What follows belongs to an exercise in optimizing a design on an open flow for small area and few clock cycles per item; a production flow would make more cautious choices.
Function was checked by simulation only, so behaviour that the tests miss may differ from the original.
Power figures rest on the tool's default switching activity, not on a simulated workload.

==> flow/design.v (excerpt) <==
module pcx_top (
	clk,
	rst_l,
	spc0_pcx_req_pq,
	spc0_pcx_atom_pq,
	spc0_pcx_data_pa,
	spc1_pcx_req_pq,
	spc1_pcx_atom_pq,
	spc1_pcx_data_pa,
	spc2_pcx_req_pq,
	spc2_pcx_atom_pq,
	spc2_pcx_data_pa,
	spc3_pcx_req_pq,
	spc3_pcx_atom_pq,
	spc3_pcx_data_pa,
	spc4_pcx_req_pq,
	spc4_pcx_atom_pq,
	spc4_pcx_data_pa,
	spc5_pcx_req_pq,
	spc5_pcx_atom_pq,
	spc5_pcx_data_pa,
	spc6_pcx_req_pq,
	spc6_pcx_atom_pq,
	spc6_pcx_data_pa,
	spc7_pcx_req_pq,
	spc7_pcx_atom_pq,
	spc7_pcx_data_pa,
	sctag0_pcx_stall_pq,
	sctag1_pcx_stall_pq,
	sctag2_pcx_stall_pq,
	sctag3_pcx_stall_pq,
	io_pcx_stall_pq,
	pcx_spc0_grant_px,
	pcx_spc1_grant_px,
	pcx_spc2_grant_px,
	pcx_spc3_grant_px,
	pcx_spc4_grant_px,
	pcx_spc5_grant_px,
	pcx_spc6_grant_px,
	pcx_spc7_grant_px,
	pcx_sctag0_data_rdy_px1,
	pcx_sctag0_atm_px1,
	pcx_sctag0_data_px2,
	pcx_sctag1_data_rdy_px1,
	pcx_sctag1_atm_px1,
	pcx_sctag1_data_px2,
	pcx_sctag2_data_rdy_px1,
	pcx_sctag2_atm_px1,
	pcx_sctag2_data_px2,
	pcx_sctag3_data_rdy_px1,
	pcx_sctag3_atm_px1,
	pcx_sctag3_data_px2,
	pcx_fpio_data_rdy_px2,
	pcx_fpio_data_px2,
	pcx_io_data_rdy_px2,
	pcx_io_data_px2
);
Size in the first run: about 20000 cells after synthesis, about 1800 I/O pins, roughly 380000 um2 of cells after synthesis.
Settings: LEC_CHECK=0, CAP_MARGIN=30, CORE_MARGIN=2, CORE_UTILIZATION=50, SLEW_MARGIN=50; clock period 5.5 ns.
standard.sh (not shown) runs the stock make flow with config.mk's settings and CLKGATE_MAP_FILE= SYNTH_SCRIPT=/design/flow/synth_recipe.tcl, a recipe that flattens the netlist after the stock synthesis.
==> flow/flow/run.sh <==
#!/bin/bash
# Own flow: the standard layout (standard.sh, unchanged synthesis), with
# two layout choices the flow settings cannot express:
#   * the port buffers are sky130_fd_sc_hd__buf_2 instead of the default
#     delay cell (every input and output port still gets its own buffer);
#   * clock tree synthesis without dummy loads, with larger sink clusters.
# Each tool's full output stays in orfs/logs/; make's own output in make.log.
set -euo pipefail
bash standard.sh \
  "BUFFER_PORTS_ARGS=-buffer_cell sky130_fd_sc_hd__buf_2" \
  "CTS_ARGS=-sink_clustering_enable -repair_clock_nets -sink_clustering_size 25 -sink_clustering_max_diameter 70 -dont_use_dummy_load" \
  finish > make.log 2>&1
Testbench counts at the start, summed over its fixed seeds: cycles 3,820, packets 13,484.
Rerun with:
--- a/flow/design.v
+++ b/flow/design.v
@@ -106,20 +106,21 @@
 output pcx_sctag3_data_rdy_px1;
 output pcx_sctag3_atm_px1;
 output [123:0] pcx_sctag3_data_px2;
 output pcx_fpio_data_rdy_px2;
 output [123:0] pcx_fpio_data_px2;
 output pcx_io_data_rdy_px2;
 output [123:0] pcx_io_data_px2;
 localparam NS = 8;
 localparam ND = 5;
 localparam W  = 124;
+localparam CW = 5;   
 wire [NS*5-1:0] req_in = {spc7_pcx_req_pq, spc6_pcx_req_pq, spc5_pcx_req_pq, spc4_pcx_req_pq,
                           spc3_pcx_req_pq, spc2_pcx_req_pq, spc1_pcx_req_pq, spc0_pcx_req_pq};
 wire [NS-1:0]   atom_in = {spc7_pcx_atom_pq, spc6_pcx_atom_pq, spc5_pcx_atom_pq, spc4_pcx_atom_pq,
                            spc3_pcx_atom_pq, spc2_pcx_atom_pq, spc1_pcx_atom_pq, spc0_pcx_atom_pq};
 wire [NS*W-1:0] din = {spc7_pcx_data_pa, spc6_pcx_data_pa, spc5_pcx_data_pa, spc4_pcx_data_pa,
                        spc3_pcx_data_pa, spc2_pcx_data_pa, spc1_pcx_data_pa, spc0_pcx_data_pa};
 wire [ND-1:0]   stall_in = {io_pcx_stall_pq, sctag3_pcx_stall_pq, sctag2_pcx_stall_pq,
                             sctag1_pcx_stall_pq, sctag0_pcx_stall_pq};
 reg [ND-1:0] stall_r;
 always @(posedge clk)
@@ -176,42 +177,42 @@
       always @(posedge clk) begin
         if (we0) e0 <= din[s*W +: W];
         if (we1) e1 <= din[s*W +: W];
       end
       assign ent[(I*2+0)*W +: W] = e0;
       assign ent[(I*2+1)*W +: W] = e1;
     end
   end
   wire idle = ~|{c1, c2, anyreq};
   wire [NS-1:0] top;
-  wire [NS*8-1:0] rc;
+  wire [NS*CW-1:0] rc;
   for (s = 0; s < NS; s = s + 1) begin : lsf
-    reg [7:0] n;
+    reg [CW-1:0] n;
     always @(posedge clk or negedge rst_l)
       if (!rst_l)
-        n <= 8'd0;
+        n <= {CW{1'b0}};
       else if (idle)
-        n <= 8'd0;
+        n <= {CW{1'b0}};
       else
-        n <= {n[7] & ~&top, n[6:0]} + {7'd0, anyreq[s] & ~&n};
-    assign top[s] = n[7];
-    assign rc[s*8 +: 8] = n;
+        n <= {n[CW-1] & ~&top, n[CW-2:0]} + {{(CW-1){1'b0}}, anyreq[s] & ~&n};
+    assign top[s] = n[CW-1];
+    assign rc[s*CW +: CW] = n;
   end
-  wire [NS*NS-1:0] le;       
+  wire [NS*NS-1:0] le;
   for (s = 0; s < NS; s = s + 1) begin : cmp
     for (t = 0; t < NS; t = t + 1) begin : pr
       if (t == s) begin : eq
         assign le[s*NS+t] = 1'b1;
-      end else if (t > s) begin : lo
-        assign le[s*NS+t] = rc[s*8 +: 8] <= rc[t*8 +: 8];
-      end else begin : hi
-        assign le[s*NS+t] = ~le[t*NS+s] | (rc[s*8 +: 8] == rc[t*8 +: 8]);
+      end else begin : ne
+        reg r;
+        always @(posedge clk) r <= rc[s*CW +: CW] <= rc[t*CW +: CW];
+        assign le[s*NS+t] = r;
       end
     end
   end
   for (d = 0; d < ND; d = d + 1) begin : arb
     wire [NS-1:0] avail;     
     wire [NS-1:0] afh;       
     wire [NS-1:0] rph;       
     for (s = 0; s < NS; s = s + 1) begin : col
       wire booked = c1[s*ND+d] | c2[s*ND+d];
       assign avail[s] = booked | req_in[s*5+d];
The new run completed without violations. Via count came out lower by about 2.2%. Setup slack degrades by 0.0073 ns. Cell area came out lower by 0.74%. First-iteration DRC count came out lower by 4.5%. Clock power barely changes. Worst hold slack degrades by 0.014 ns. Routed wire length came out lower by 2.9%. Flip-flop and latch count came out higher by 32. Area after synthesis barely changes. Sequential share of layout area came out higher by 0.65 points. Core utilization came out lower by 0.36 points.
Testbench counts after the change, summed over its fixed seeds: cycles 3,825, packets 13,484.

-- re-timing with driven ports --
No port has a modelled driver above. Below, the same layouts with a new extraction and two added sets of constraints. Step 1, drivers: a clkbuf_16 drives clk and a buf_2 each remaining input, both assumed. Step 2, shift: input delay + t, output delay - t, t = (earliest + latest rising clock arrival at the registers) / 2. This alone moves slack from input paths to output paths. Three values: ideal ports, drivers, drivers and shift; two values: the first two.
| run | shift t [ns] | slack for setup (ns) | worst hold slack (ns) | worst data-port slew with drivers (ns) |
|---|---|---|---|---|
| the first run | 1.341 | 0.140 / -0.025 / -0.137 | 0.063 / -0.077 / 0.406 | 0.51 |
| the second run | 1.351 | 0.133 / -0.036 / -0.222 | 0.049 / -0.053 / 0.447 | 0.56 |
Met with ideal ports but missed after step 2: setup timing in the first run and the second run. The setup slack of the second run, which loses most, moves by -0.169 ns with the drivers and by -0.355 ns with both steps.
